This is an optimization exercise on Yosys and OpenROAD, whose aim is small area, a short achievable clock period and few clock cycles per item, not a production implementation. Only simulation tests tie the RTL to the original design; equivalence was not proved.

==> flow/design.v (outline; a module is shown in full before it is edited, if it fits) <==
// module l3_neuron: 5283 lines
// module l3_fa: 4 lines
// module l3_ha: 4 lines
// module l3_hn: 4 lines
// module l3_wmux: 981 lines
// module l3_aoi222: 3 lines
// module l3_gan: 99 lines
module l3_gan (
    input               clk,
    input               rst,
    input               start,
    input  signed [15:0] x1,
    input  signed [15:0] x2,
    input  signed [15:0] x3,
    input  signed [15:0] x4,
    input  signed [16*4*4-1:0] L1_w,
    input  signed [16*4-1:0]   L1_b,
    input  signed [16*2*4-1:0] L2_w,
    input  signed [16*2-1:0]   L2_b,
    input  signed [16*1*2-1:0] L3_w,
    input  signed [16*1-1:0]   L3_b,
    input  signed [16*1*1-1:0] L4_w,
    input  signed [16*1-1:0]   L4_b,
    input  signed [16*1*1-1:0] L5_w,
    input  signed [16*1-1:0]   L5_b,
    input  signed [16*2*1-1:0] L6_w,
    input  signed [16*2-1:0]   L6_b,
    input  signed [16*4*2-1:0] L7_w,
    input  signed [16*4-1:0]   L7_b,
    input  signed [16*4*4-1:0] L8_w,
    input  signed [16*4-1:0]   L8_b,
    output signed [15:0] out1,
    output signed [15:0] out2,
    output signed [15:0] out3,
    output signed [15:0] out4,
    output reg           done
);
  // ...
==> flow/run.sh <==
#!/bin/bash
# synth_recipe.tcl (not shown) runs the flow's synth.tcl, then flattens the netlist and writes it again
# the make line also repeats each setting of config.mk as NAME=value (left out here)
make -C /OpenROAD-flow-scripts/flow DESIGN_CONFIG=/design/flow/config.mk WORK_HOME=/design/flow/orfs CLKGATE_MAP_FILE= SYNTH_SCRIPT=/design/flow/synth_recipe.tcl finish
==> flow/config.mk <==
export PLATFORM = sky130hd
export DESIGN_NAME = l3_gan
export DESIGN_NICKNAME = l3_gan
export VERILOG_FILES = /design/flow/design.v
export SDC_FILE = /design/flow/constraint.sdc
export NUM_CORES = 4
export LEC_CHECK = 0
export CAP_MARGIN = 50
export CORE_MARGIN = 2
export CORE_UTILIZATION = 35
export SETUP_SLACK_MARGIN = 3.5
export SLEW_MARGIN = 50
export SYNTH_HIERARCHICAL = 1
export SYNTH_MINIMUM_KEEP_SIZE = 0
==> flow/constraint.sdc <==
create_clock -name core_clock -period 12.0 [get_ports {clk}]
set_input_delay 2.4000 -clock core_clock [delete_from_list [all_inputs] [get_ports {clk}]]
set_output_delay 2.4000 -clock core_clock [all_outputs]
set_load 0.01 [all_outputs]
==> flow_summary.toml, run 1 <==
[synthesis]
yosysUniqueCellTypes = 68
synthCells = 4028
synth-main-ff-cell = "edfxtp_1"
synthSimpleGateAreaFrac = 0.155
yosys.area.top_type = "fa_1"
yosysTopAreaCellShare = 0.472
synth_xor_area_frac = 0.0123
synth.most_common_cell = "nand2_1"
synthMuxAreaShare = 0.0131
avgSynthCellArea_um2 = 10.5
yosysWarnings = 7
ys_seq_area_frac = 0.128
synth_edf_count = 109
async_flop_share = 0.0330
synthAdderAreaFrac = 0.514
synthTopCellsByArea = "fa_1, nand2_1, a222oi_1, edfxtp_1, dfxtp_1"
yosys-top-cells-count = "nand2_1, fa_1, a222oi_1"
synth_compound_area_frac = 0.133

[status]
status = "aborted with a tool error"
lastStage = "I/O pin placement"
error = "[ERROR PPL-0024] Number of IO pins (1300) exceeds maximum number of available positions (1266). Increase the die perimeter from 1403.26um to 1768.00um."

[floorplan]
die_w_um = 351
start_util = 0.352
floorplan.rows = 127
die_y_um = 351
Testbench counts, summed over its fixed seeds: cycles 28,800, items 1,600.
==> run 2: changes to the inputs <==
--- a/flow/design.v
+++ b/flow/design.v
@@ -3658,89 +3658,89 @@
     assign pp505 = x[31] & w[24];
     assign pp506 = x[31] & w[25];
     assign pp507 = x[31] & w[26];
     assign pp508 = x[31] & w[27];
     assign pp509 = x[31] & w[28];
     assign pp510 = x[31] & w[29];
     assign pp511 = x[31] & w[30];
     assign pp512 = ~(x[31] & w[31]);
-    l3_hn u_s513 (.a(ba[0]), .b(pp1), .s(s513), .co(c514));
+    l3_fa u_s513 (.a(ba[0]), .b(pp1), .c(1'b1), .s(s513), .co(c514));
     l3_fa u_s515 (.a(ba[1]), .b(pp2), .c(pp17), .s(s515), .co(c516));
     l3_fa u_s517 (.a(pp258), .b(pp273), .c(c514), .s(s517), .co(c518));
     l3_fa u_s519 (.a(ba[2]), .b(pp3), .c(pp18), .s(s519), .co(c520));
     l3_fa u_s521 (.a(pp33), .b(pp259), .c(pp274), .s(s521), .co(c522));
     l3_fa u_s523 (.a(pp289), .b(c516), .c(s519), .s(s523), .co(c524));
-    l3_hn u_s525 (.a(s521), .b(c518), .s(s525), .co(c526));
+    l3_fa u_s525 (.a(s521), .b(c518), .c(1'b1), .s(s525), .co(c526));
     l3_fa u_s527 (.a(ba[3]), .b(pp4), .c(pp19), .s(s527), .co(c528));
     l3_fa u_s529 (.a(pp34), .b(pp49), .c(pp260), .s(s529), .co(c530));
     l3_fa u_s531 (.a(pp275), .b(pp290), .c(pp305), .s(s531), .co(c532));
     l3_fa u_s533 (.a(c520), .b(c522), .c(s527), .s(s533), .co(c534));
     l3_fa u_s535 (.a(s529), .b(s531), .c(c524), .s(s535), .co(c536));
-    l3_hn u_s537 (.a(s533), .b(c526), .s(s537), .co(c538));
+    l3_fa u_s537 (.a(s533), .b(c526), .c(1'b1), .s(s537), .co(c538));
     l3_fa u_s539 (.a(ba[4]), .b(pp5), .c(pp20), .s(s539), .co(c540));
     l3_fa u_s541 (.a(pp35), .b(pp50), .c(pp65), .s(s541), .co(c542));
     l3_fa u_s543 (.a(pp261), .b(pp276), .c(pp291), .s(s543), .co(c544));
     l3_fa u_s545 (.a(pp306), .b(pp321), .c(c528), .s(s545), .co(c546));
     l3_fa u_s547 (.a(c530), .b(c532), .c(s539), .s(s547), .co(c548));
     l3_fa u_s549 (.a(s541), .b(s543), .c(s545), .s(s549), .co(c550));
     l3_fa u_s551 (.a(c534), .b(s547), .c(c536), .s(s551), .co(c552));
-    l3_hn u_s553 (.a(s549), .b(c538), .s(s553), .co(c554));
+    l3_fa u_s553 (.a(s549), .b(c538), .c(1'b1), .s(s553), .co(c554));
     l3_fa u_s555 (.a(ba[5]), .b(pp6), .c(pp21), .s(s555), .co(c556));
     l3_fa u_s557 (.a(pp36), .b(pp51), .c(pp66), .s(s557), .co(c558));
     l3_fa u_s559 (.a(pp81), .b(pp262), .c(pp277), .s(s559), .co(c560));
     l3_fa u_s561 (.a(pp292), .b(pp307), .c(pp322), .s(s561), .co(c562));
     l3_fa u_s563 (.a(pp337), .b(c540), .c(c542), .s(s563), .co(c564));
     l3_fa u_s565 (.a(c544), .b(s555), .c(s557), .s(s565), .co(c566));
     l3_fa u_s567 (.a(s559), .b(s561), .c(c546), .s(s567), .co(c568));
     l3_fa u_s569 (.a(c548), .b(s563), .c(s565), .s(s569), .co(c570));
     l3_fa u_s571 (.a(c550), .b(s567), .c(s569), .s(s571), .co(c572));
-    l3_hn u_s573 (.a(c552), .b(c554), .s(s573), .co(c574));
+    l3_fa u_s573 (.a(c552), .b(c554), .c(1'b1), .s(s573), .co(c574));
     l3_fa u_s575 (.a(ba[6]), .b(pp7), .c(pp22), .s(s575), .co(c576));
     l3_fa u_s577 (.a(pp37), .b(pp52), .c(pp67), .s(s577), .co(c578));
     l3_fa u_s579 (.a(pp82), .b(pp97), .c(pp263), .s(s579), .co(c580));
     l3_fa u_s581 (.a(pp278), .b(pp293), .c(pp308), .s(s581), .co(c582));
     l3_fa u_s583 (.a(pp323), .b(pp338), .c(pp353), .s(s583), .co(c584));
     l3_fa u_s585 (.a(c556), .b(c558), .c(c560), .s(s585), .co(c586));
     l3_fa u_s587 (.a(c562), .b(s575), .c(s577), .s(s587), .co(c588));
     l3_fa u_s589 (.a(s579), .b(s581), .c(s583), .s(s589), .co(c590));
     l3_fa u_s591 (.a(c564), .b(c566), .c(s585), .s(s591), .co(c592));
     l3_fa u_s593 (.a(s587), .b(s589), .c(c568), .s(s593), .co(c594));
     l3_fa u_s595 (.a(c570), .b(s591), .c(s593), .s(s595), .co(c596));
-    l3_hn u_s597 (.a(c572), .b(s595), .s(s597), .co(c598));
+    l3_fa u_s597 (.a(c572), .b(s595), .c(1'b1), .s(s597), .co(c598));
     l3_fa u_s599 (.a(ba[7]), .b(pp8), .c(pp23), .s(s599), .co(c600));
     l3_fa u_s601 (.a(pp38), .b(pp53), .c(pp68), .s(s601), .co(c602));
     l3_fa u_s603 (.a(pp83), .b(pp98), .c(pp113), .s(s603), .co(c604));
     l3_fa u_s605 (.a(pp264), .b(pp279), .c(pp294), .s(s605), .co(c606));
     l3_fa u_s607 (.a(pp309), .b(pp324), .c(pp339), .s(s607), .co(c608));
     l3_fa u_s609 (.a(pp354), .b(pp369), .c(c576), .s(s609), .co(c610));
     l3_fa u_s611 (.a(c578), .b(c580), .c(c582), .s(s611), .co(c612));
     l3_fa u_s613 (.a(c584), .b(s599), .c(s601), .s(s613), .co(c614));
     l3_fa u_s615 (.a(s603), .b(s605), .c(s607), .s(s615), .co(c616));
     l3_fa u_s617 (.a(s609), .b(c586), .c(c588), .s(s617), .co(c618));
     l3_fa u_s619 (.a(c590), .b(s611), .c(s613), .s(s619), .co(c620));
     l3_fa u_s621 (.a(s615), .b(c592), .c(s617), .s(s621), .co(c622));
     l3_fa u_s623 (.a(s619), .b(c594), .c(s621), .s(s623), .co(c624));
-    l3_hn u_s625 (.a(c596), .b(s623), .s(s625), .co(c626));
+    l3_fa u_s625 (.a(c596), .b(s623), .c(1'b1), .s(s625), .co(c626));
     l3_fa u_s627 (.a(ba[8]), .b(pp9), .c(pp24), .s(s627), .co(c628));
     l3_fa u_s629 (.a(pp39), .b(pp54), .c(pp69), .s(s629), .co(c630));
     l3_fa u_s631 (.a(pp84), .b(pp99), .c(pp114), .s(s631), .co(c632));
     l3_fa u_s633 (.a(pp129), .b(pp265), .c(pp280), .s(s633), .co(c634));
     l3_fa u_s635 (.a(pp295), .b(pp310), .c(pp325), .s(s635), .co(c636));
     l3_fa u_s637 (.a(pp340), .b(pp355), .c(pp370), .s(s637), .co(c638));
     l3_fa u_s639 (.a(pp385), .b(c600), .c(c602), .s(s639), .co(c640));
     l3_fa u_s641 (.a(c604), .b(c606), .c(c608), .s(s641), .co(c642));
     l3_fa u_s643 (.a(s627), .b(s629), .c(s631), .s(s643), .co(c644));
     l3_fa u_s645 (.a(s633), .b(s635), .c(s637), .s(s645), .co(c646));
     l3_fa u_s647 (.a(c610), .b(c612), .c(c614), .s(s647), .co(c648));
     l3_fa u_s649 (.a(c616), .b(s639), .c(s641), .s(s649), .co(c650));
     l3_fa u_s651 (.a(s643), .b(s645), .c(c618), .s(s651), .co(c652));
     l3_fa u_s653 (.a(s647), .b(c620), .c(s649), .s(s653), .co(c654));
     l3_fa u_s655 (.a(s651), .b(c622), .c(s653), .s(s655), .co(c656));
-    l3_hn u_s657 (.a(c624), .b(s655), .s(s657), .co(c658));
+    l3_fa u_s657 (.a(c624), .b(s655), .c(1'b1), .s(s657), .co(c658));
     l3_fa u_s659 (.a(ba[9]), .b(pp10), .c(pp25), .s(s659), .co(c660));
     l3_fa u_s661 (.a(pp40), .b(pp55), .c(pp70), .s(s661), .co(c662));
     l3_fa u_s663 (.a(pp85), .b(pp100), .c(pp115), .s(s663), .co(c664));
     l3_fa u_s665 (.a(pp130), .b(pp145), .c(pp266), .s(s665), .co(c666));
     l3_fa u_s667 (.a(pp281), .b(pp296), .c(pp311), .s(s667), .co(c668));
     l3_fa u_s669 (.a(pp326), .b(pp341), .c(pp356), .s(s669), .co(c670));
     l3_fa u_s671 (.a(pp371), .b(pp386), .c(pp401), .s(s671), .co(c672));
     l3_fa u_s673 (.a(c628), .b(c630), .c(c632), .s(s673), .co(c674));
@@ -3748,17 +3748,17 @@
     l3_fa u_s677 (.a(s659), .b(s661), .c(s663), .s(s677), .co(c678));
     l3_fa u_s679 (.a(s665), .b(s667), .c(s669), .s(s679), .co(c680));
     l3_fa u_s681 (.a(s671), .b(c640), .c(c642), .s(s681), .co(c682));
     l3_fa u_s683 (.a(c644), .b(c646), .c(s673), .s(s683), .co(c684));
     l3_fa u_s685 (.a(s675), .b(s677), .c(s679), .s(s685), .co(c686));
     l3_fa u_s687 (.a(c648), .b(c650), .c(s681), .s(s687), .co(c688));
     l3_fa u_s689 (.a(s683), .b(s685), .c(c652), .s(s689), .co(c690));
     l3_fa u_s691 (.a(c654), .b(s687), .c(s689), .s(s691), .co(c692));
-    l3_hn u_s693 (.a(c656), .b(s691), .s(s693), .co(c694));
+    l3_fa u_s693 (.a(c656), .b(s691), .c(1'b1), .s(s693), .co(c694));
     l3_fa u_s695 (.a(ba[10]), .b(pp11), .c(pp26), .s(s695), .co(c696));
     l3_fa u_s697 (.a(pp41), .b(pp56), .c(pp71), .s(s697), .co(c698));
     l3_fa u_s699 (.a(pp86), .b(pp101), .c(pp116), .s(s699), .co(c700));
     l3_fa u_s701 (.a(pp131), .b(pp146), .c(pp161), .s(s701), .co(c702));
     l3_fa u_s703 (.a(pp267), .b(pp282), .c(pp297), .s(s703), .co(c704));
     l3_fa u_s705 (.a(pp312), .b(pp327), .c(pp342), .s(s705), .co(c706));
     l3_fa u_s707 (.a(pp357), .b(pp372), .c(pp387), .s(s707), .co(c708));
     l3_fa u_s709 (.a(pp402), .b(pp417), .c(c660), .s(s709), .co(c710));
@@ -3768,17 +3768,17 @@
     l3_fa u_s717 (.a(s701), .b(s703), .c(s705), .s(s717), .co(c718));
     l3_fa u_s719 (.a(s707), .b(s709), .c(c674), .s(s719), .co(c720));
     l3_fa u_s721 (.a(c676), .b(c678), .c(c680), .s(s721), .co(c722));
     l3_fa u_s723 (.a(s711), .b(s713), .c(s715), .s(s723), .co(c724));
     l3_fa u_s725 (.a(s717), .b(c682), .c(s719), .s(s725), .co(c726));
     l3_fa u_s727 (.a(c684), .b(c686), .c(s721), .s(s727), .co(c728));
     l3_fa u_s729 (.a(s723), .b(c688), .c(s725), .s(s729), .co(c730));
     l3_fa u_s731 (.a(s727), .b(c690), .c(s729), .s(s731), .co(c732));
-    l3_hn u_s733 (.a(c692), .b(s731), .s(s733), .co(c734));
+    l3_fa u_s733 (.a(c692), .b(s731), .c(1'b1), .s(s733), .co(c734));
     l3_fa u_s735 (.a(ba[11]), .b(pp12), .c(pp27), .s(s735), .co(c736));
     l3_fa u_s737 (.a(pp42), .b(pp57), .c(pp72), .s(s737), .co(c738));
     l3_fa u_s739 (.a(pp87), .b(pp102), .c(pp117), .s(s739), .co(c740));
     l3_fa u_s741 (.a(pp132), .b(pp147), .c(pp162), .s(s741), .co(c742));
     l3_fa u_s743 (.a(pp177), .b(pp268), .c(pp283), .s(s743), .co(c744));
     l3_fa u_s745 (.a(pp298), .b(pp313), .c(pp328), .s(s745), .co(c746));
     l3_fa u_s747 (.a(pp343), .b(pp358), .c(pp373), .s(s747), .co(c748));
     l3_fa u_s749 (.a(pp388), .b(pp403), .c(pp418), .s(s749), .co(c750));
@@ -3790,17 +3790,17 @@
     l3_fa u_s761 (.a(s749), .b(c710), .c(c712), .s(s761), .co(c762));
     l3_fa u_s763 (.a(c714), .b(c716), .c(c718), .s(s763), .co(c764));
     l3_fa u_s765 (.a(s751), .b(s753), .c(s755), .s(s765), .co(c766));
     l3_fa u_s767 (.a(s757), .b(s759), .c(c720), .s(s767), .co(c768));
     l3_fa u_s769 (.a(s761), .b(c722), .c(c724), .s(s769), .co(c770));
     l3_fa u_s771 (.a(s763), .b(s765), .c(s767), .s(s771), .co(c772));
     l3_fa u_s773 (.a(c726), .b(c728), .c(s769), .s(s773), .co(c774));
     l3_fa u_s775 (.a(s771), .b(c730), .c(s773), .s(s775), .co(c776));
-    l3_hn u_s777 (.a(c732), .b(s775), .s(s777), .co(c778));
+    l3_fa u_s777 (.a(c732), .b(s775), .c(1'b1), .s(s777), .co(c778));
     l3_fa u_s779 (.a(ba[12]), .b(pp13), .c(pp28), .s(s779), .co(c780));
     l3_fa u_s781 (.a(pp43), .b(pp58), .c(pp73), .s(s781), .co(c782));
     l3_fa u_s783 (.a(pp88), .b(pp103), .c(pp118), .s(s783), .co(c784));
     l3_fa u_s785 (.a(pp133), .b(pp148), .c(pp163), .s(s785), .co(c786));
     l3_fa u_s787 (.a(pp178), .b(pp193), .c(pp269), .s(s787), .co(c788));
     l3_fa u_s789 (.a(pp284), .b(pp299), .c(pp314), .s(s789), .co(c790));
     l3_fa u_s791 (.a(pp329), .b(pp344), .c(pp359), .s(s791), .co(c792));
     l3_fa u_s793 (.a(pp374), .b(pp389), .c(pp404), .s(s793), .co(c794));
@@ -3814,17 +3814,17 @@
     l3_fa u_s809 (.a(c754), .b(c756), .c(c758), .s(s809), .co(c810));
     l3_fa u_s811 (.a(c760), .b(s797), .c(s799), .s(s811), .co(c812));
     l3_fa u_s813 (.a(s801), .b(s803), .c(s805), .s(s813), .co(c814));
     l3_fa u_s815 (.a(c762), .b(s807), .c(c764), .s(s815), .co(c816));
     l3_fa u_s817 (.a(c766), .b(s809), .c(s811), .s(s817), .co(c818));
     l3_fa u_s819 (.a(s813), .b(c768), .c(s815), .s(s819), .co(c820));
     l3_fa u_s821 (.a(c770), .b(s817), .c(c772), .s(s821), .co(c822));
     l3_fa u_s823 (.a(s819), .b(c774), .c(s821), .s(s823), .co(c824));
-    l3_hn u_s825 (.a(c776), .b(s823), .s(s825), .co(c826));
+    l3_fa u_s825 (.a(c776), .b(s823), .c(1'b1), .s(s825), .co(c826));
     l3_fa u_s827 (.a(ba[13]), .b(pp14), .c(pp29), .s(s827), .co(c828));
     l3_fa u_s829 (.a(pp44), .b(pp59), .c(pp74), .s(s829), .co(c830));
     l3_fa u_s831 (.a(pp89), .b(pp104), .c(pp119), .s(s831), .co(c832));
     l3_fa u_s833 (.a(pp134), .b(pp149), .c(pp164), .s(s833), .co(c834));
     l3_fa u_s835 (.a(pp179), .b(pp194), .c(pp209), .s(s835), .co(c836));
     l3_fa u_s837 (.a(pp270), .b(pp285), .c(pp300), .s(s837), .co(c838));
     l3_fa u_s839 (.a(pp315), .b(pp330), .c(pp345), .s(s839), .co(c840));
     l3_fa u_s841 (.a(pp360), .b(pp375), .c(pp390), .s(s841), .co(c842));
@@ -3840,17 +3840,17 @@
     l3_fa u_s861 (.a(c804), .b(c806), .c(s847), .s(s861), .co(c862));
     l3_fa u_s863 (.a(s849), .b(s851), .c(s853), .s(s863), .co(c864));
     l3_fa u_s865 (.a(s855), .b(c808), .c(s857), .s(s865), .co(c866));
     l3_fa u_s867 (.a(c810), .b(c812), .c(s859), .s(s867), .co(c868));
     l3_fa u_s869 (.a(c814), .b(s861), .c(s863), .s(s869), .co(c870));
     l3_fa u_s871 (.a(c816), .b(s865), .c(c818), .s(s871), .co(c872));
     l3_fa u_s873 (.a(s867), .b(s869), .c(c820), .s(s873), .co(c874));
     l3_fa u_s875 (.a(s871), .b(c822), .c(s873), .s(s875), .co(c876));
-    l3_hn u_s877 (.a(c824), .b(s875), .s(s877), .co(c878));
+    l3_fa u_s877 (.a(c824), .b(s875), .c(1'b1), .s(s877), .co(c878));
     l3_fa u_s879 (.a(ba[14]), .b(pp15), .c(pp30), .s(s879), .co(c880));
     l3_fa u_s881 (.a(pp45), .b(pp60), .c(pp75), .s(s881), .co(c882));
     l3_fa u_s883 (.a(pp90), .b(pp105), .c(pp120), .s(s883), .co(c884));
     l3_fa u_s885 (.a(pp135), .b(pp150), .c(pp165), .s(s885), .co(c886));
     l3_fa u_s887 (.a(pp180), .b(pp195), .c(pp210), .s(s887), .co(c888));
     l3_fa u_s889 (.a(pp225), .b(pp271), .c(pp286), .s(s889), .co(c890));
     l3_fa u_s891 (.a(pp301), .b(pp316), .c(pp331), .s(s891), .co(c892));
     l3_fa u_s893 (.a(pp346), .b(pp361), .c(pp376), .s(s893), .co(c894));
@@ -3868,17 +3868,17 @@
     l3_fa u_s917 (.a(s901), .b(s903), .c(s905), .s(s917), .co(c918));
     l3_fa u_s919 (.a(s907), .b(s909), .c(c858), .s(s919), .co(c920));
     l3_fa u_s921 (.a(s911), .b(c860), .c(c862), .s(s921), .co(c922));
     l3_fa u_s923 (.a(s913), .b(c864), .c(s915), .s(s923), .co(c924));
     l3_fa u_s925 (.a(s917), .b(s919), .c(c866), .s(s925), .co(c926));
     l3_fa u_s927 (.a(c868), .b(s921), .c(c870), .s(s927), .co(c928));
     l3_fa u_s929 (.a(s923), .b(s925), .c(c872), .s(s929), .co(c930));
     l3_fa u_s931 (.a(s927), .b(c874), .c(s929), .s(s931), .co(c932));
-    l3_hn u_s933 (.a(c876), .b(s931), .s(s933), .co(c934));
+    l3_fa u_s933 (.a(c876), .b(s931), .c(1'b1), .s(s933), .co(c934));
     l3_ha u_s935 (.a(ba[15]), .b(pp16), .s(s935), .co(c936));
     l3_fa u_s937 (.a(pp31), .b(pp46), .c(pp61), .s(s937), .co(c938));
     l3_fa u_s939 (.a(pp76), .b(pp91), .c(pp106), .s(s939), .co(c940));
     l3_fa u_s941 (.a(pp121), .b(pp136), .c(pp151), .s(s941), .co(c942));
     l3_fa u_s943 (.a(pp166), .b(pp181), .c(pp196), .s(s943), .co(c944));
     l3_fa u_s945 (.a(pp211), .b(pp226), .c(pp241), .s(s945), .co(c946));
     l3_fa u_s947 (.a(pp272), .b(pp287), .c(pp302), .s(s947), .co(c948));
     l3_fa u_s949 (.a(pp317), .b(pp332), .c(pp347), .s(s949), .co(c950));
@@ -3928,17 +3928,17 @@
     l3_fa u_s1037 (.a(s1023), .b(s1025), .c(s1027), .s(s1037), .co(c1038));
     l3_fa u_s1039 (.a(c972), .b(s1029), .c(c974), .s(s1039), .co(c1040));
     l3_fa u_s1041 (.a(c976), .b(s1031), .c(c978), .s(s1041), .co(c1042));
     l3_fa u_s1043 (.a(s1033), .b(s1035), .c(s1037), .s(s1043), .co(c1044));
     l3_fa u_s1045 (.a(c980), .b(c982), .c(s1039), .s(s1045), .co(c1046));
     l3_fa u_s1047 (.a(c984), .b(s1041), .c(s1043), .s(s1047), .co(c1048));
     l3_fa u_s1049 (.a(c986), .b(c988), .c(s1045), .s(s1049), .co(c1050));
     l3_fa u_s1051 (.a(s1047), .b(c990), .c(s1049), .s(s1051), .co(c1052));
-    l3_hn u_s1053 (.a(c992), .b(s1051), .s(s1053), .co(c1054));
+    l3_fa u_s1053 (.a(c992), .b(s1051), .c(1'b1), .s(s1053), .co(c1054));
     l3_fa u_s1055 (.a(pp48), .b(pp63), .c(pp78), .s(s1055), .co(c1056));
     l3_fa u_s1057 (.a(pp93), .b(pp108), .c(pp123), .s(s1057), .co(c1058));
     l3_fa u_s1059 (.a(pp138), .b(pp153), .c(pp168), .s(s1059), .co(c1060));
     l3_fa u_s1061 (.a(pp183), .b(pp198), .c(pp213), .s(s1061), .co(c1062));
     l3_fa u_s1063 (.a(pp228), .b(pp243), .c(pp304), .s(s1063), .co(c1064));
     l3_fa u_s1065 (.a(pp319), .b(pp334), .c(pp349), .s(s1065), .co(c1066));
     l3_fa u_s1067 (.a(pp364), .b(pp379), .c(pp394), .s(s1067), .co(c1068));
     l3_fa u_s1069 (.a(pp409), .b(pp424), .c(pp439), .s(s1069), .co(c1070));
@@ -4651,89 +4651,89 @@
     assign pp1979 = x[63] & w[56];
     assign pp1980 = x[63] & w[57];
     assign pp1981 = x[63] & w[58];
     assign pp1982 = x[63] & w[59];
     assign pp1983 = x[63] & w[60];
     assign pp1984 = x[63] & w[61];
     assign pp1985 = x[63] & w[62];
     assign pp1986 = ~(x[63] & w[63]);
-    l3_hn u_s1987 (.a(bb[0]), .b(pp1475), .s(s1987), .co(c1988));
+    l3_fa u_s1987 (.a(bb[0]), .b(pp1475), .c(1'b1), .s(s1987), .co(c1988));
     l3_fa u_s1989 (.a(bb[1]), .b(pp1476), .c(pp1491), .s(s1989), .co(c1990));
     l3_fa u_s1991 (.a(pp1732), .b(pp1747), .c(c1988), .s(s1991), .co(c1992));
     l3_fa u_s1993 (.a(bb[2]), .b(pp1477), .c(pp1492), .s(s1993), .co(c1994));
     l3_fa u_s1995 (.a(pp1507), .b(pp1733), .c(pp1748), .s(s1995), .co(c1996));
     l3_fa u_s1997 (.a(pp1763), .b(c1990), .c(s1993), .s(s1997), .co(c1998));
-    l3_hn u_s1999 (.a(s1995), .b(c1992), .s(s1999), .co(c2000));
+    l3_fa u_s1999 (.a(s1995), .b(c1992), .c(1'b1), .s(s1999), .co(c2000));
     l3_fa u_s2001 (.a(bb[3]), .b(pp1478), .c(pp1493), .s(s2001), .co(c2002));
     l3_fa u_s2003 (.a(pp1508), .b(pp1523), .c(pp1734), .s(s2003), .co(c2004));
     l3_fa u_s2005 (.a(pp1749), .b(pp1764), .c(pp1779), .s(s2005), .co(c2006));
     l3_fa u_s2007 (.a(c1994), .b(c1996), .c(s2001), .s(s2007), .co(c2008));
     l3_fa u_s2009 (.a(s2003), .b(s2005), .c(c1998), .s(s2009), .co(c2010));
-    l3_hn u_s2011 (.a(s2007), .b(c2000), .s(s2011), .co(c2012));
+    l3_fa u_s2011 (.a(s2007), .b(c2000), .c(1'b1), .s(s2011), .co(c2012));
     l3_fa u_s2013 (.a(bb[4]), .b(pp1479), .c(pp1494), .s(s2013), .co(c2014));
     l3_fa u_s2015 (.a(pp1509), .b(pp1524), .c(pp1539), .s(s2015), .co(c2016));
     l3_fa u_s2017 (.a(pp1735), .b(pp1750), .c(pp1765), .s(s2017), .co(c2018));
     l3_fa u_s2019 (.a(pp1780), .b(pp1795), .c(c2002), .s(s2019), .co(c2020));
     l3_fa u_s2021 (.a(c2004), .b(c2006), .c(s2013), .s(s2021), .co(c2022));
     l3_fa u_s2023 (.a(s2015), .b(s2017), .c(s2019), .s(s2023), .co(c2024));
     l3_fa u_s2025 (.a(c2008), .b(s2021), .c(c2010), .s(s2025), .co(c2026));
-    l3_hn u_s2027 (.a(s2023), .b(c2012), .s(s2027), .co(c2028));
+    l3_fa u_s2027 (.a(s2023), .b(c2012), .c(1'b1), .s(s2027), .co(c2028));
     l3_fa u_s2029 (.a(bb[5]), .b(pp1480), .c(pp1495), .s(s2029), .co(c2030));
     l3_fa u_s2031 (.a(pp1510), .b(pp1525), .c(pp1540), .s(s2031), .co(c2032));
     l3_fa u_s2033 (.a(pp1555), .b(pp1736), .c(pp1751), .s(s2033), .co(c2034));
     l3_fa u_s2035 (.a(pp1766), .b(pp1781), .c(pp1796), .s(s2035), .co(c2036));
     l3_fa u_s2037 (.a(pp1811), .b(c2014), .c(c2016), .s(s2037), .co(c2038));
     l3_fa u_s2039 (.a(c2018), .b(s2029), .c(s2031), .s(s2039), .co(c2040));
     l3_fa u_s2041 (.a(s2033), .b(s2035), .c(c2020), .s(s2041), .co(c2042));
     l3_fa u_s2043 (.a(c2022), .b(s2037), .c(s2039), .s(s2043), .co(c2044));
     l3_fa u_s2045 (.a(c2024), .b(s2041), .c(s2043), .s(s2045), .co(c2046));
-    l3_hn u_s2047 (.a(c2026), .b(c2028), .s(s2047), .co(c2048));
+    l3_fa u_s2047 (.a(c2026), .b(c2028), .c(1'b1), .s(s2047), .co(c2048));
     l3_fa u_s2049 (.a(bb[6]), .b(pp1481), .c(pp1496), .s(s2049), .co(c2050));
     l3_fa u_s2051 (.a(pp1511), .b(pp1526), .c(pp1541), .s(s2051), .co(c2052));
     l3_fa u_s2053 (.a(pp1556), .b(pp1571), .c(pp1737), .s(s2053), .co(c2054));
     l3_fa u_s2055 (.a(pp1752), .b(pp1767), .c(pp1782), .s(s2055), .co(c2056));
     l3_fa u_s2057 (.a(pp1797), .b(pp1812), .c(pp1827), .s(s2057), .co(c2058));
     l3_fa u_s2059 (.a(c2030), .b(c2032), .c(c2034), .s(s2059), .co(c2060));
     l3_fa u_s2061 (.a(c2036), .b(s2049), .c(s2051), .s(s2061), .co(c2062));
     l3_fa u_s2063 (.a(s2053), .b(s2055), .c(s2057), .s(s2063), .co(c2064));
     l3_fa u_s2065 (.a(c2038), .b(c2040), .c(s2059), .s(s2065), .co(c2066));
     l3_fa u_s2067 (.a(s2061), .b(s2063), .c(c2042), .s(s2067), .co(c2068));
     l3_fa u_s2069 (.a(c2044), .b(s2065), .c(s2067), .s(s2069), .co(c2070));
-    l3_hn u_s2071 (.a(c2046), .b(s2069), .s(s2071), .co(c2072));
+    l3_fa u_s2071 (.a(c2046), .b(s2069), .c(1'b1), .s(s2071), .co(c2072));
     l3_fa u_s2073 (.a(bb[7]), .b(pp1482), .c(pp1497), .s(s2073), .co(c2074));
     l3_fa u_s2075 (.a(pp1512), .b(pp1527), .c(pp1542), .s(s2075), .co(c2076));
     l3_fa u_s2077 (.a(pp1557), .b(pp1572), .c(pp1587), .s(s2077), .co(c2078));
     l3_fa u_s2079 (.a(pp1738), .b(pp1753), .c(pp1768), .s(s2079), .co(c2080));
     l3_fa u_s2081 (.a(pp1783), .b(pp1798), .c(pp1813), .s(s2081), .co(c2082));
     l3_fa u_s2083 (.a(pp1828), .b(pp1843), .c(c2050), .s(s2083), .co(c2084));
     l3_fa u_s2085 (.a(c2052), .b(c2054), .c(c2056), .s(s2085), .co(c2086));
     l3_fa u_s2087 (.a(c2058), .b(s2073), .c(s2075), .s(s2087), .co(c2088));
     l3_fa u_s2089 (.a(s2077), .b(s2079), .c(s2081), .s(s2089), .co(c2090));
     l3_fa u_s2091 (.a(s2083), .b(c2060), .c(c2062), .s(s2091), .co(c2092));
     l3_fa u_s2093 (.a(c2064), .b(s2085), .c(s2087), .s(s2093), .co(c2094));
     l3_fa u_s2095 (.a(s2089), .b(c2066), .c(s2091), .s(s2095), .co(c2096));
     l3_fa u_s2097 (.a(s2093), .b(c2068), .c(s2095), .s(s2097), .co(c2098));
-    l3_hn u_s2099 (.a(c2070), .b(s2097), .s(s2099), .co(c2100));
+    l3_fa u_s2099 (.a(c2070), .b(s2097), .c(1'b1), .s(s2099), .co(c2100));
     l3_fa u_s2101 (.a(bb[8]), .b(pp1483), .c(pp1498), .s(s2101), .co(c2102));
     l3_fa u_s2103 (.a(pp1513), .b(pp1528), .c(pp1543), .s(s2103), .co(c2104));
     l3_fa u_s2105 (.a(pp1558), .b(pp1573), .c(pp1588), .s(s2105), .co(c2106));
     l3_fa u_s2107 (.a(pp1603), .b(pp1739), .c(pp1754), .s(s2107), .co(c2108));
     l3_fa u_s2109 (.a(pp1769), .b(pp1784), .c(pp1799), .s(s2109), .co(c2110));
     l3_fa u_s2111 (.a(pp1814), .b(pp1829), .c(pp1844), .s(s2111), .co(c2112));
     l3_fa u_s2113 (.a(pp1859), .b(c2074), .c(c2076), .s(s2113), .co(c2114));
     l3_fa u_s2115 (.a(c2078), .b(c2080), .c(c2082), .s(s2115), .co(c2116));
     l3_fa u_s2117 (.a(s2101), .b(s2103), .c(s2105), .s(s2117), .co(c2118));
     l3_fa u_s2119 (.a(s2107), .b(s2109), .c(s2111), .s(s2119), .co(c2120));
     l3_fa u_s2121 (.a(c2084), .b(c2086), .c(c2088), .s(s2121), .co(c2122));
     l3_fa u_s2123 (.a(c2090), .b(s2113), .c(s2115), .s(s2123), .co(c2124));
     l3_fa u_s2125 (.a(s2117), .b(s2119), .c(c2092), .s(s2125), .co(c2126));
     l3_fa u_s2127 (.a(s2121), .b(c2094), .c(s2123), .s(s2127), .co(c2128));
     l3_fa u_s2129 (.a(s2125), .b(c2096), .c(s2127), .s(s2129), .co(c2130));
-    l3_hn u_s2131 (.a(c2098), .b(s2129), .s(s2131), .co(c2132));
+    l3_fa u_s2131 (.a(c2098), .b(s2129), .c(1'b1), .s(s2131), .co(c2132));
     l3_fa u_s2133 (.a(bb[9]), .b(pp1484), .c(pp1499), .s(s2133), .co(c2134));
     l3_fa u_s2135 (.a(pp1514), .b(pp1529), .c(pp1544), .s(s2135), .co(c2136));
     l3_fa u_s2137 (.a(pp1559), .b(pp1574), .c(pp1589), .s(s2137), .co(c2138));
     l3_fa u_s2139 (.a(pp1604), .b(pp1619), .c(pp1740), .s(s2139), .co(c2140));
     l3_fa u_s2141 (.a(pp1755), .b(pp1770), .c(pp1785), .s(s2141), .co(c2142));
     l3_fa u_s2143 (.a(pp1800), .b(pp1815), .c(pp1830), .s(s2143), .co(c2144));
     l3_fa u_s2145 (.a(pp1845), .b(pp1860), .c(pp1875), .s(s2145), .co(c2146));
     l3_fa u_s2147 (.a(c2102), .b(c2104), .c(c2106), .s(s2147), .co(c2148));
@@ -4741,17 +4741,17 @@
     l3_fa u_s2151 (.a(s2133), .b(s2135), .c(s2137), .s(s2151), .co(c2152));
     l3_fa u_s2153 (.a(s2139), .b(s2141), .c(s2143), .s(s2153), .co(c2154));
     l3_fa u_s2155 (.a(s2145), .b(c2114), .c(c2116), .s(s2155), .co(c2156));
     l3_fa u_s2157 (.a(c2118), .b(c2120), .c(s2147), .s(s2157), .co(c2158));
     l3_fa u_s2159 (.a(s2149), .b(s2151), .c(s2153), .s(s2159), .co(c2160));
     l3_fa u_s2161 (.a(c2122), .b(c2124), .c(s2155), .s(s2161), .co(c2162));
     l3_fa u_s2163 (.a(s2157), .b(s2159), .c(c2126), .s(s2163), .co(c2164));
     l3_fa u_s2165 (.a(c2128), .b(s2161), .c(s2163), .s(s2165), .co(c2166));
-    l3_hn u_s2167 (.a(c2130), .b(s2165), .s(s2167), .co(c2168));
+    l3_fa u_s2167 (.a(c2130), .b(s2165), .c(1'b1), .s(s2167), .co(c2168));
     l3_fa u_s2169 (.a(bb[10]), .b(pp1485), .c(pp1500), .s(s2169), .co(c2170));
     l3_fa u_s2171 (.a(pp1515), .b(pp1530), .c(pp1545), .s(s2171), .co(c2172));
     l3_fa u_s2173 (.a(pp1560), .b(pp1575), .c(pp1590), .s(s2173), .co(c2174));
     l3_fa u_s2175 (.a(pp1605), .b(pp1620), .c(pp1635), .s(s2175), .co(c2176));
     l3_fa u_s2177 (.a(pp1741), .b(pp1756), .c(pp1771), .s(s2177), .co(c2178));
     l3_fa u_s2179 (.a(pp1786), .b(pp1801), .c(pp1816), .s(s2179), .co(c2180));
     l3_fa u_s2181 (.a(pp1831), .b(pp1846), .c(pp1861), .s(s2181), .co(c2182));
     l3_fa u_s2183 (.a(pp1876), .b(pp1891), .c(c2134), .s(s2183), .co(c2184));
@@ -4761,17 +4761,17 @@
     l3_fa u_s2191 (.a(s2175), .b(s2177), .c(s2179), .s(s2191), .co(c2192));
     l3_fa u_s2193 (.a(s2181), .b(s2183), .c(c2148), .s(s2193), .co(c2194));
     l3_fa u_s2195 (.a(c2150), .b(c2152), .c(c2154), .s(s2195), .co(c2196));
     l3_fa u_s2197 (.a(s2185), .b(s2187), .c(s2189), .s(s2197), .co(c2198));
     l3_fa u_s2199 (.a(s2191), .b(c2156), .c(s2193), .s(s2199), .co(c2200));
     l3_fa u_s2201 (.a(c2158), .b(c2160), .c(s2195), .s(s2201), .co(c2202));
     l3_fa u_s2203 (.a(s2197), .b(c2162), .c(s2199), .s(s2203), .co(c2204));
     l3_fa u_s2205 (.a(s2201), .b(c2164), .c(s2203), .s(s2205), .co(c2206));
-    l3_hn u_s2207 (.a(c2166), .b(s2205), .s(s2207), .co(c2208));
+    l3_fa u_s2207 (.a(c2166), .b(s2205), .c(1'b1), .s(s2207), .co(c2208));
     l3_fa u_s2209 (.a(bb[11]), .b(pp1486), .c(pp1501), .s(s2209), .co(c2210));
     l3_fa u_s2211 (.a(pp1516), .b(pp1531), .c(pp1546), .s(s2211), .co(c2212));
     l3_fa u_s2213 (.a(pp1561), .b(pp1576), .c(pp1591), .s(s2213), .co(c2214));
     l3_fa u_s2215 (.a(pp1606), .b(pp1621), .c(pp1636), .s(s2215), .co(c2216));
     l3_fa u_s2217 (.a(pp1651), .b(pp1742), .c(pp1757), .s(s2217), .co(c2218));
     l3_fa u_s2219 (.a(pp1772), .b(pp1787), .c(pp1802), .s(s2219), .co(c2220));
     l3_fa u_s2221 (.a(pp1817), .b(pp1832), .c(pp1847), .s(s2221), .co(c2222));
     l3_fa u_s2223 (.a(pp1862), .b(pp1877), .c(pp1892), .s(s2223), .co(c2224));
@@ -4783,17 +4783,17 @@
     l3_fa u_s2235 (.a(s2223), .b(c2184), .c(c2186), .s(s2235), .co(c2236));
     l3_fa u_s2237 (.a(c2188), .b(c2190), .c(c2192), .s(s2237), .co(c2238));
     l3_fa u_s2239 (.a(s2225), .b(s2227), .c(s2229), .s(s2239), .co(c2240));
     l3_fa u_s2241 (.a(s2231), .b(s2233), .c(c2194), .s(s2241), .co(c2242));
     l3_fa u_s2243 (.a(s2235), .b(c2196), .c(c2198), .s(s2243), .co(c2244));
     l3_fa u_s2245 (.a(s2237), .b(s2239), .c(s2241), .s(s2245), .co(c2246));
     l3_fa u_s2247 (.a(c2200), .b(c2202), .c(s2243), .s(s2247), .co(c2248));
     l3_fa u_s2249 (.a(s2245), .b(c2204), .c(s2247), .s(s2249), .co(c2250));
-    l3_hn u_s2251 (.a(c2206), .b(s2249), .s(s2251), .co(c2252));
+    l3_fa u_s2251 (.a(c2206), .b(s2249), .c(1'b1), .s(s2251), .co(c2252));
     l3_fa u_s2253 (.a(bb[12]), .b(pp1487), .c(pp1502), .s(s2253), .co(c2254));
     l3_fa u_s2255 (.a(pp1517), .b(pp1532), .c(pp1547), .s(s2255), .co(c2256));
     l3_fa u_s2257 (.a(pp1562), .b(pp1577), .c(pp1592), .s(s2257), .co(c2258));
     l3_fa u_s2259 (.a(pp1607), .b(pp1622), .c(pp1637), .s(s2259), .co(c2260));
     l3_fa u_s2261 (.a(pp1652), .b(pp1667), .c(pp1743), .s(s2261), .co(c2262));
     l3_fa u_s2263 (.a(pp1758), .b(pp1773), .c(pp1788), .s(s2263), .co(c2264));
     l3_fa u_s2265 (.a(pp1803), .b(pp1818), .c(pp1833), .s(s2265), .co(c2266));
     l3_fa u_s2267 (.a(pp1848), .b(pp1863), .c(pp1878), .s(s2267), .co(c2268));
@@ -4807,17 +4807,17 @@
     l3_fa u_s2283 (.a(c2228), .b(c2230), .c(c2232), .s(s2283), .co(c2284));
     l3_fa u_s2285 (.a(c2234), .b(s2271), .c(s2273), .s(s2285), .co(c2286));
     l3_fa u_s2287 (.a(s2275), .b(s2277), .c(s2279), .s(s2287), .co(c2288));
     l3_fa u_s2289 (.a(c2236), .b(s2281), .c(c2238), .s(s2289), .co(c2290));
     l3_fa u_s2291 (.a(c2240), .b(s2283), .c(s2285), .s(s2291), .co(c2292));
     l3_fa u_s2293 (.a(s2287), .b(c2242), .c(s2289), .s(s2293), .co(c2294));
     l3_fa u_s2295 (.a(c2244), .b(s2291), .c(c2246), .s(s2295), .co(c2296));
     l3_fa u_s2297 (.a(s2293), .b(c2248), .c(s2295), .s(s2297), .co(c2298));
-    l3_hn u_s2299 (.a(c2250), .b(s2297), .s(s2299), .co(c2300));
+    l3_fa u_s2299 (.a(c2250), .b(s2297), .c(1'b1), .s(s2299), .co(c2300));
     l3_fa u_s2301 (.a(bb[13]), .b(pp1488), .c(pp1503), .s(s2301), .co(c2302));
     l3_fa u_s2303 (.a(pp1518), .b(pp1533), .c(pp1548), .s(s2303), .co(c2304));
     l3_fa u_s2305 (.a(pp1563), .b(pp1578), .c(pp1593), .s(s2305), .co(c2306));
     l3_fa u_s2307 (.a(pp1608), .b(pp1623), .c(pp1638), .s(s2307), .co(c2308));
     l3_fa u_s2309 (.a(pp1653), .b(pp1668), .c(pp1683), .s(s2309), .co(c2310));
     l3_fa u_s2311 (.a(pp1744), .b(pp1759), .c(pp1774), .s(s2311), .co(c2312));
     l3_fa u_s2313 (.a(pp1789), .b(pp1804), .c(pp1819), .s(s2313), .co(c2314));
     l3_fa u_s2315 (.a(pp1834), .b(pp1849), .c(pp1864), .s(s2315), .co(c2316));
@@ -4833,17 +4833,17 @@
     l3_fa u_s2335 (.a(c2278), .b(c2280), .c(s2321), .s(s2335), .co(c2336));
     l3_fa u_s2337 (.a(s2323), .b(s2325), .c(s2327), .s(s2337), .co(c2338));
     l3_fa u_s2339 (.a(s2329), .b(c2282), .c(s2331), .s(s2339), .co(c2340));
     l3_fa u_s2341 (.a(c2284), .b(c2286), .c(s2333), .s(s2341), .co(c2342));
     l3_fa u_s2343 (.a(c2288), .b(s2335), .c(s2337), .s(s2343), .co(c2344));
     l3_fa u_s2345 (.a(c2290), .b(s2339), .c(c2292), .s(s2345), .co(c2346));
     l3_fa u_s2347 (.a(s2341), .b(s2343), .c(c2294), .s(s2347), .co(c2348));
     l3_fa u_s2349 (.a(s2345), .b(c2296), .c(s2347), .s(s2349), .co(c2350));
-    l3_hn u_s2351 (.a(c2298), .b(s2349), .s(s2351), .co(c2352));
+    l3_fa u_s2351 (.a(c2298), .b(s2349), .c(1'b1), .s(s2351), .co(c2352));
     l3_fa u_s2353 (.a(bb[14]), .b(pp1489), .c(pp1504), .s(s2353), .co(c2354));
     l3_fa u_s2355 (.a(pp1519), .b(pp1534), .c(pp1549), .s(s2355), .co(c2356));
     l3_fa u_s2357 (.a(pp1564), .b(pp1579), .c(pp1594), .s(s2357), .co(c2358));
     l3_fa u_s2359 (.a(pp1609), .b(pp1624), .c(pp1639), .s(s2359), .co(c2360));
     l3_fa u_s2361 (.a(pp1654), .b(pp1669), .c(pp1684), .s(s2361), .co(c2362));
     l3_fa u_s2363 (.a(pp1699), .b(pp1745), .c(pp1760), .s(s2363), .co(c2364));
     l3_fa u_s2365 (.a(pp1775), .b(pp1790), .c(pp1805), .s(s2365), .co(c2366));
     l3_fa u_s2367 (.a(pp1820), .b(pp1835), .c(pp1850), .s(s2367), .co(c2368));
@@ -4861,17 +4861,17 @@
     l3_fa u_s2391 (.a(s2375), .b(s2377), .c(s2379), .s(s2391), .co(c2392));
     l3_fa u_s2393 (.a(s2381), .b(s2383), .c(c2332), .s(s2393), .co(c2394));
     l3_fa u_s2395 (.a(s2385), .b(c2334), .c(c2336), .s(s2395), .co(c2396));
     l3_fa u_s2397 (.a(s2387), .b(c2338), .c(s2389), .s(s2397), .co(c2398));
     l3_fa u_s2399 (.a(s2391), .b(s2393), .c(c2340), .s(s2399), .co(c2400));
     l3_fa u_s2401 (.a(c2342), .b(s2395), .c(c2344), .s(s2401), .co(c2402));
     l3_fa u_s2403 (.a(s2397), .b(s2399), .c(c2346), .s(s2403), .co(c2404));
     l3_fa u_s2405 (.a(s2401), .b(c2348), .c(s2403), .s(s2405), .co(c2406));
-    l3_hn u_s2407 (.a(c2350), .b(s2405), .s(s2407), .co(c2408));
+    l3_fa u_s2407 (.a(c2350), .b(s2405), .c(1'b1), .s(s2407), .co(c2408));
     l3_ha u_s2409 (.a(bb[15]), .b(pp1490), .s(s2409), .co(c2410));
     l3_fa u_s2411 (.a(pp1505), .b(pp1520), .c(pp1535), .s(s2411), .co(c2412));
     l3_fa u_s2413 (.a(pp1550), .b(pp1565), .c(pp1580), .s(s2413), .co(c2414));
     l3_fa u_s2415 (.a(pp1595), .b(pp1610), .c(pp1625), .s(s2415), .co(c2416));
     l3_fa u_s2417 (.a(pp1640), .b(pp1655), .c(pp1670), .s(s2417), .co(c2418));
     l3_fa u_s2419 (.a(pp1685), .b(pp1700), .c(pp1715), .s(s2419), .co(c2420));
     l3_fa u_s2421 (.a(pp1746), .b(pp1761), .c(pp1776), .s(s2421), .co(c2422));
     l3_fa u_s2423 (.a(pp1791), .b(pp1806), .c(pp1821), .s(s2423), .co(c2424));
@@ -4921,17 +4921,17 @@
     l3_fa u_s2511 (.a(s2497), .b(s2499), .c(s2501), .s(s2511), .co(c2512));
     l3_fa u_s2513 (.a(c2446), .b(s2503), .c(c2448), .s(s2513), .co(c2514));
     l3_fa u_s2515 (.a(c2450), .b(s2505), .c(c2452), .s(s2515), .co(c2516));
     l3_fa u_s2517 (.a(s2507), .b(s2509), .c(s2511), .s(s2517), .co(c2518));
     l3_fa u_s2519 (.a(c2454), .b(c2456), .c(s2513), .s(s2519), .co(c2520));
     l3_fa u_s2521 (.a(c2458), .b(s2515), .c(s2517), .s(s2521), .co(c2522));
     l3_fa u_s2523 (.a(c2460), .b(c2462), .c(s2519), .s(s2523), .co(c2524));
     l3_fa u_s2525 (.a(s2521), .b(c2464), .c(s2523), .s(s2525), .co(c2526));
-    l3_hn u_s2527 (.a(c2466), .b(s2525), .s(s2527), .co(c2528));
+    l3_fa u_s2527 (.a(c2466), .b(s2525), .c(1'b1), .s(s2527), .co(c2528));
     l3_fa u_s2529 (.a(pp1522), .b(pp1537), .c(pp1552), .s(s2529), .co(c2530));
     l3_fa u_s2531 (.a(pp1567), .b(pp1582), .c(pp1597), .s(s2531), .co(c2532));
     l3_fa u_s2533 (.a(pp1612), .b(pp1627), .c(pp1642), .s(s2533), .co(c2534));
     l3_fa u_s2535 (.a(pp1657), .b(pp1672), .c(pp1687), .s(s2535), .co(c2536));
     l3_fa u_s2537 (.a(pp1702), .b(pp1717), .c(pp1778), .s(s2537), .co(c2538));
     l3_fa u_s2539 (.a(pp1793), .b(pp1808), .c(pp1823), .s(s2539), .co(c2540));
     l3_fa u_s2541 (.a(pp1838), .b(pp1853), .c(pp1868), .s(s2541), .co(c2542));
     l3_fa u_s2543 (.a(pp1883), .b(pp1898), .c(pp1913), .s(s2543), .co(c2544));
@@ -5206,17 +5206,17 @@
     assign g3009 = c2944 | dual;
     assign g3010 = s2947 | dual;
     assign g3011 = c2946 | dual;
     assign g3012 = c2948 | dual;
     assign g3013 = 1'b0 | dual;
     assign g3014 = 1'b0 | dual;
     l3_fa u_s3015 (.a(pp257), .b(g2949), .c(s513), .s(s3015), .co(c3016));
     l3_fa u_s3017 (.a(s515), .b(g2951), .c(s517), .s(s3017), .co(c3018));
-    l3_hn u_s3019 (.a(c3016), .b(g2952), .s(s3019), .co(c3020));
+    l3_fa u_s3019 (.a(c3016), .b(g2952), .c(1'b1), .s(s3019), .co(c3020));
     l3_fa u_s3021 (.a(s523), .b(g2953), .c(c3018), .s(s3021), .co(c3022));
     l3_fa u_s3023 (.a(s525), .b(c3020), .c(g2954), .s(s3023), .co(c3024));
     l3_fa u_s3025 (.a(s535), .b(g2955), .c(s537), .s(s3025), .co(c3026));
     l3_fa u_s3027 (.a(c3022), .b(g2956), .c(c3024), .s(s3027), .co(c3028));
     l3_fa u_s3029 (.a(s551), .b(s553), .c(g2957), .s(s3029), .co(c3030));
     l3_fa u_s3031 (.a(c3026), .b(g2958), .c(c3028), .s(s3031), .co(c3032));
     l3_fa u_s3033 (.a(s571), .b(g2959), .c(s573), .s(s3033), .co(c3034));
     l3_fa u_s3035 (.a(c3030), .b(g2960), .c(c3032), .s(s3035), .co(c3036));
@@ -5284,20 +5284,16 @@
 module l3_fa (input a, input b, input c, output s, output co);
     assign s  = a ^ b ^ c;
     assign co = (a & b) | (a & c) | (b & c);
 endmodule
 module l3_ha (input a, input b, output s, output co);
     assign s  = a ^ b;
     assign co = a & b;
 endmodule
-module l3_hn (input a, input b, output s, output co);
-    assign s  = ~(a ^ b);
-    assign co = a | b;
-endmodule
 module l3_wmux (
     input  [255:0] L1_w,
     input  [63:0] L1_b,
     input  [127:0] L2_w,
     input  [31:0] L2_b,
     input  [31:0] L3_w,
     input  [15:0] L3_b,
     input  [15:0] L4_w,
==> flow/flow/run.sh (new file) <==
#!/bin/bash
set -e
cp standard.sh standard.sh.txt
cp config.mk config.mk.txt
export BUFFER_PORTS_ARGS="-buffer_cell sky130_fd_sc_hd__buf_1"
bash standard.sh > standard.log 2>&1
==> flow/standard.sh (new file) <==
#!/bin/bash
# synth_recipe.tcl (not shown) runs the flow's synth.tcl, then flattens the netlist and writes it again
# the make line also repeats each setting of config.mk as NAME=value (left out here)
make -C /OpenROAD-flow-scripts/flow DESIGN_CONFIG=/design/flow/config.mk WORK_HOME=/design/flow/orfs CLKGATE_MAP_FILE= SYNTH_SCRIPT=/design/flow/synth_recipe.tcl "${@:-finish}"
==> flow/config.mk (replaced) <==
export PLATFORM = sky130hd
export DESIGN_NAME = l3_gan
export DESIGN_NICKNAME = l3_gan
export VERILOG_FILES = /design/flow/design.v
export SDC_FILE = /design/flow/constraint.sdc
export NUM_CORES = 4
export LEC_CHECK = 0
export CAP_MARGIN = 20
export CORE_AREA = 5 5 465 465
export DIE_AREA = 0 0 470 470
export PLACE_DENSITY = 0.7
export SETUP_SLACK_MARGIN = 4.5
export SLEW_MARGIN = 20
export SYNTH_HIERARCHICAL = 1
export SYNTH_MINIMUM_KEEP_SIZE = 0
removed: flow/run.sh
==> flow_summary.toml, run 2 <==
[status]
status = "timing/DRC/antenna clean"

[run]
maxCapViolCount = 0

[sta]
max_slew_margin = 0.0584
post-route-min-period_ns = 8.23
finalHoldViolCount = 0
fmax_mhz = 121
setup_viol = 0
finalSetupTns_ns = 0
tightest_slew_ns = 1.41
fin_worst_skew_ns = 0.0195
finalCritPeriodShare = 0.686
finalMaxSlewViolations = 0
rsz0062_at_grt = "yes"

[synthesis]
synthTopCellsByArea = "fa_1, nand2_1, a222oi_1, edfxtp_1, dfxtp_1"
ys_ff_latch = 212
yosysUniqueCellTypes = 69
async_flop_share = 0.0330
synth_edf_count = 109
yosys.area.top_type = "fa_1"
synth-main-ff-cell = "edfxtp_1"
yosysTopAreaCellShare = 0.489
synth.most_common_cell = "fa_1"
yosysWarnings = 7
avgSynthCellArea_um2 = 10.7
syn_area_um2 = 41900
yosys-top-cells-count = "fa_1, nand2_1, a222oi_1"
ys_seq_area_frac = 0.128
synthCells = 3905

[cells_and_area]
layout_commonest_cell = "buf_1"
final_cell_mix = "buf_1, nand2_1, fa_1"
drive_gt1_frac = 0.151
area_delta_synth_final_pct = 32.5
stdcell_count = 8308
design_area_um2 = 55500
nets = 7792

[critical_path]
cp-start-kind = "flop"
cp_common_cell = "fa_2"
worst_path_max_delay_cell = "fa_1"
cpPeakStageDelay_ns = 0.58
cp.arrival_ns = 8.55
end_kind = "flop"
crit_required_ns = 12.32
worst-setup-path-type = "reg2reg"
path_max_fanout = 8

[route]
vias_per_cell = 5.32
firstDrtPassIters = 13
finalWirelength_mm = 299
final_antenna_net_count = 0
drt_iter0_markers = 7453
drc_errors = 0
vias = 44192
avgRoutedWirePerCell_um = 36.0

[global_routing]
antenna_found_initial = 89
grt_use_total = 0.258
globalRouteMet2Util = 0.385
grt_pass1_wl_mm = 394
grt_overflow = 0
grt_pass1_vias = 45880
gr-usage-met3 = 0.0971
use_met1 = 0.345
busiest_layer = "met2"
grt_start_max_net_pins = 97

[floorplan]
start_util = 0.199
die-area_um2 = 221000
floorplan.rows = 168
die_w_um = 470
core_area_um2 = 210000
die_y_um = 470
io_pins = 1300

[clock_network]
cts_tree = "done"
numCtsBuffers = 26
ctsHoldBuffers = 0
clk_latency_ns = 0.62
clk_pin_slew_ns = 0.07
clockBufferDepth = 3
clock_sinks = 212
cts-root-buf = "clkbuf_16"
h-tree-depth = 1

[placement]
placed_area_um2 = 50900
io_buffers = 1299
gp_routability_congestion = 1.02
place_inst = 7972
dp_hpwl_mm = 244

[worst_hold_path]
worstHoldPathType = "reg2reg"
-- run 2: layout make-up --
| class | count | area, um2 |
|---|---|---|
| Sequential cell | 212 | 5540 |
| Clock inverter | 19 | 150 |
| Antenna cell | 59 | 148 |
| Inverter | 140 | 526 |
| Multi-Input combinational cell | 3382 | 36500 |
| Timing Repair Buffer | 1662 | 8430 |
| Fill cell | 22310 | 155000 |
| Clock buffer | 29 | 662 |
| Tap cell | 2805 | 3510 |
-- run 2: worst paths after layout --
path | startpoint | end | slack [ns] | cells past startpoint
max | xr[37] | xr[23] | 3.77 | 28
max in group asynchronous | rst | busy | 9.77 | 2
min | o3[11] | o1[11] | 0.61 | 1
max reg2reg | xr[37] | xr[23] | 3.77 | 28
min in group asynchronous | rst | step[2] | 1.99 | 2
min reg2reg | o3[11] | o1[11] | 0.61 | 1
-- run 2: metal layers --
layer,share of wire,vias to the layer above
met1,0.40,22769
met4,0.043,40
met3,0.13,699
met5,0.00086,-
met2,0.43,3793
li1,-,16891
-- run 2: logic make-up after synthesis --
logic type / share of synthesized area
buf+inv: 0.0348
flops: 0.128
other cells: 0.0000896
compound gates: 0.133
simple gates: 0.156
fa+ha+maj: 0.522
xor+xnor: 0.0123
mux: 0.0132
-- run 2: metrics by stage --
| step | utilization | setup slack, ns | hold WS [ns] |
|---|---|---|---|
| floorplan | - | 4.50 | 0.564 |
| global placement | 0.242 | 2.80 | 0.583 |
| detailed placement | 0.242 | 2.74 | 0.590 |
| CTS | 0.259 | 3.80 | 0.607 |
| global route | 0.264 | 3.60 | 0.629 |
| finish | 0.264 | 3.77 | 0.613 |
-- run 2: critical path, delay by kind of cell (launching register included) --
kind                       cells  cell delay, ns
adders and majority gates     11            4.89
and+or+nand+nor                6            0.98
AOI/OAI and AO/OA              6            0.87
buffers and inverters          5            0.69
DFF                            1            0.50
-- run 2: timing repair --
action,in CTS,in global routing
resized for setup,217,126
setup buffers,190,29
setup endpoints to repair,90,83
cloned,3,1
endpoints found under the hold margin,0,0
pin swaps,65,53
-- run 2: Yosys stat by module, one instance, submodules excluded --
module	cells	copies in the design	flip-flops and latches	area, um2
l3_aoi222	1	368	0	10.0
l3_fa	1	1021	0	20.0
l3_gan	550	1	212	7520
l3_ha	1	6	0	12.5
l3_neuron	1761	1	0	8840
l3_wmux	199	1	0	1320
Testbench counts of run 2, summed over its fixed seeds: cycles 28,800, items 1,600.
==> run 3: changes to the inputs <==
--- a/flow/config.mk
+++ b/flow/config.mk
@@ -8,7 +8,7 @@
 export CAP_MARGIN = 20
 export CORE_AREA = 5 5 465 465
 export DIE_AREA = 0 0 470 470
-export PLACE_DENSITY = 0.7
+export PLACE_DENSITY = 0.8
 export SETUP_SLACK_MARGIN = 4.5
 export SLEW_MARGIN = 20
 export SYNTH_HIERARCHICAL = 1
==> flow_summary.toml, run 3 <==
[run]
maxCapViolCount = 0

[global_routing]
antenna_found_initial = 122
grt_use_total = 0.253
grt_pass1_vias = 45153
grt_pass1_wl_mm = 387
grt_overflow = 0
grt_start_max_net_pins = 82

[sta]
finalSetupTns_ns = 0
finalCritPeriodShare = 0.700
finalHoldViolCount = 0
setup_viol = 0
tightest_slew_ns = 1.36
fin_worst_skew_ns = 0.0275
max_slew_margin = 0.0927
finalMaxSlewViolations = 0
rsz0062_at_grt = "yes"
fmax_mhz = 119
post-route-min-period_ns = 8.40

[floorplan]
core_area_um2 = 210000
io_pins = 1300
floorplan.rows = 168
die_w_um = 470
die-area_um2 = 221000
start_util = 0.199
die_y_um = 470

[synthesis]
yosysWarnings = 7
synth-main-ff-cell = "edfxtp_1"
synth_compound_area_frac = 0.133
synthCells = 3905
yosysTopAreaCellShare = 0.489
synthSimpleGateAreaFrac = 0.156
synth_top_family_by_area = "adder cells"
async_flop_share = 0.0330
synthAdderAreaFrac = 0.522
synthMuxAreaShare = 0.0132
synth.most_common_cell = "fa_1"
yosys-top-cells-count = "fa_1, nand2_1, a222oi_1"
synth_edf_count = 109
ys_seq_area_frac = 0.128
yosys.area.top_type = "fa_1"
avgSynthCellArea_um2 = 10.7
syn_area_um2 = 41900
yosysUniqueCellTypes = 69
synth_xor_area_frac = 0.0123
synthTopCellsByArea = "fa_1, nand2_1, a222oi_1, edfxtp_1, dfxtp_1"
ys_ff_latch = 212

[cells_and_area]
stdcell_count = 8258
area_delta_synth_final_pct = 31.7
layout_commonest_cell = "buf_1"
drive_gt1_frac = 0.143
final_cell_mix = "buf_1, nand2_1, fa_1"
nets = 7756
design_area_um2 = 55100

[clock_network]
clk_latency_ns = 0.64
cts_tree = "done"
h-tree-depth = 1
clock_sinks = 212
cts-root-buf = "clkbuf_16"
ctsHoldBuffers = 0
clockBufferDepth = 3
numCtsBuffers = 29
clk_pin_slew_ns = 0.06

[route]
drc_errors = 0
vias = 44640
avgRoutedWirePerCell_um = 35.6
drt_iter0_markers = 7720
final_antenna_net_count = 0
finalWirelength_mm = 294
firstDrtPassIters = 12
vias_per_cell = 5.41

[critical_path]
end_kind = "flop"
path_max_fanout = 16
crit_required_ns = 12.43
cp-start-kind = "flop"
worst-setup-path-type = "reg2reg"
rrSetupSlack_ns = 3.60
cp.arrival_ns = 8.83

[placement]
gp_routability_congestion = 1.02
dp_hpwl_mm = 240
placed_area_um2 = 50700
place_inst = 7952
io_buffers = 1299

[status]
status = "timing/DRC/antenna clean"

[worst_hold_path]
worstHoldPathType = "reg2reg"
run 3: cell count changes in the layout (fill, tap and decap cells not counted), moves of 5 or more:
cell,delta
buf_6,-9
o31ai_1,-9
nor3_2,+6
nor3_1,-5
fa_1,+21
diode_2,-17
buf_4,-23
fa_2,-21
dfxtp_4,+5
o31ai_2,+7
run 3: timing repair:
action	CTS	global route
hold endpoints to repair	0	0
resized for setup	148	155
buffers inserted	179	25
pin swaps	57	56
cloned	1	0
endpoints found under the setup margin	90	89
run 3: path summary, 6_finish.rpt:
check | from | to | cells past startpoint
min in group asynchronous | rst | step[2] | 2
setup reg to reg | wr[31] | xr[24] | 22
setup / recovery | wr[31] | xr[24] | 22
hold / removal | o3[2] | o1[2] | 1
max in group asynchronous | rst | busy | 2
hold reg to reg | o3[2] | o1[2] | 1
run 3: through the flow:
stage	hold WS (ns)	setup WS (ns)	util
4_1_cts	0.600	3.89	0.258
3_5_place_dp	0.585	2.97	0.242
6_report	0.615	3.60	0.263
2_1_floorplan	0.564	4.50	-
3_3_place_gp	0.582	2.93	0.241
5_1_grt	0.635	3.50	0.262
run 3: modules after synthesis, one instance, submodules excluded:
module	copies in the design	cells	flops+latches
l3_gan	1	550	212
l3_fa	1021	1	0
l3_aoi222	368	1	0
l3_neuron	1	1761	0
l3_wmux	1	199	0
l3_ha	6	1	0
run 3: layer usage:
layer  GRT usage  up-vias  wire length, um
met1       0.321    22412           110000
met5           0        -              563
met3       0.119      968            45400
met4      0.0822       88            14400
li1            -    16805                -
met2       0.377     4367           124000
run 3: kinds of logic after synthesis:
logic type | Yosys count
and+or+nand+nor | 1479
adders and majority gates | 1133
AOI/OAI and AO/OA | 629
buffers and inverters | 343
DFF | 212
xor gates and xnor gates | 59
muxes | 49
other | 1
run 3: layout make-up:
type / count / area, um2
Fill cell: 22055 / 155000
Inverter: 140 / 526
Timing Repair Buffer: 1624 / 8070
Sequential cell: 212 / 5550
Clock inverter: 16 / 165
Antenna cell: 42 / 105
Clock buffer: 38 / 779
Tap cell: 2805 / 3510
Multi-Input combinational cell: 3381 / 36400
run 3: worst max-delay path, stage by stage, from the launching register on:
cell	delay (ns)
dfxtp_1	0.86
and2_1	0.29
fa_1	0.45
fa_1	0.45
fa_1	0.52
fa_1	0.45
fa_1	0.56
fa_1	0.48
fa_1	0.53
fa_1	0.52
fa_1	0.57
inv_1	0.09
ha_4	0.31
xnor2_1	0.07
nor4_1	0.32
nand3_1	0.19
nor4_4	0.21
nand2_1	0.08
mux2_4	0.33
buf_12	0.18
o21ai_4	0.25
nor3_2	0.09
o31ai_1	0.36

afterwards: timing with drivers on the ports:
The flow's constraints put no driver on any port. The routed layouts listed below were extracted and timed again, unchanged, in two steps. Step 1 sets driving cells, clkbuf_16 on the clock port and buf_2 on the other inputs (assumed; they add their load-dependent delay and slew). Step 2 moves the port delays by t, midway between the first and last clock arrival at a register: inputs arrive t later, outputs are due t later. That takes back most of the time a late clock gives input paths. a / b / c = no drivers / after step 1 / after step 2; a / b = the first two.
run | t (ns) | slack for setup (ns) | worst register clock-pin slew, ns
run 2 | 0.664 | 3.769 / 3.769 / 3.769 | 0.08 / 0.08
run 3 | 0.698 | 3.600 / 3.600 / 3.600 | 0.07 / 0.07
After both steps every run listed still meets setup and hold.
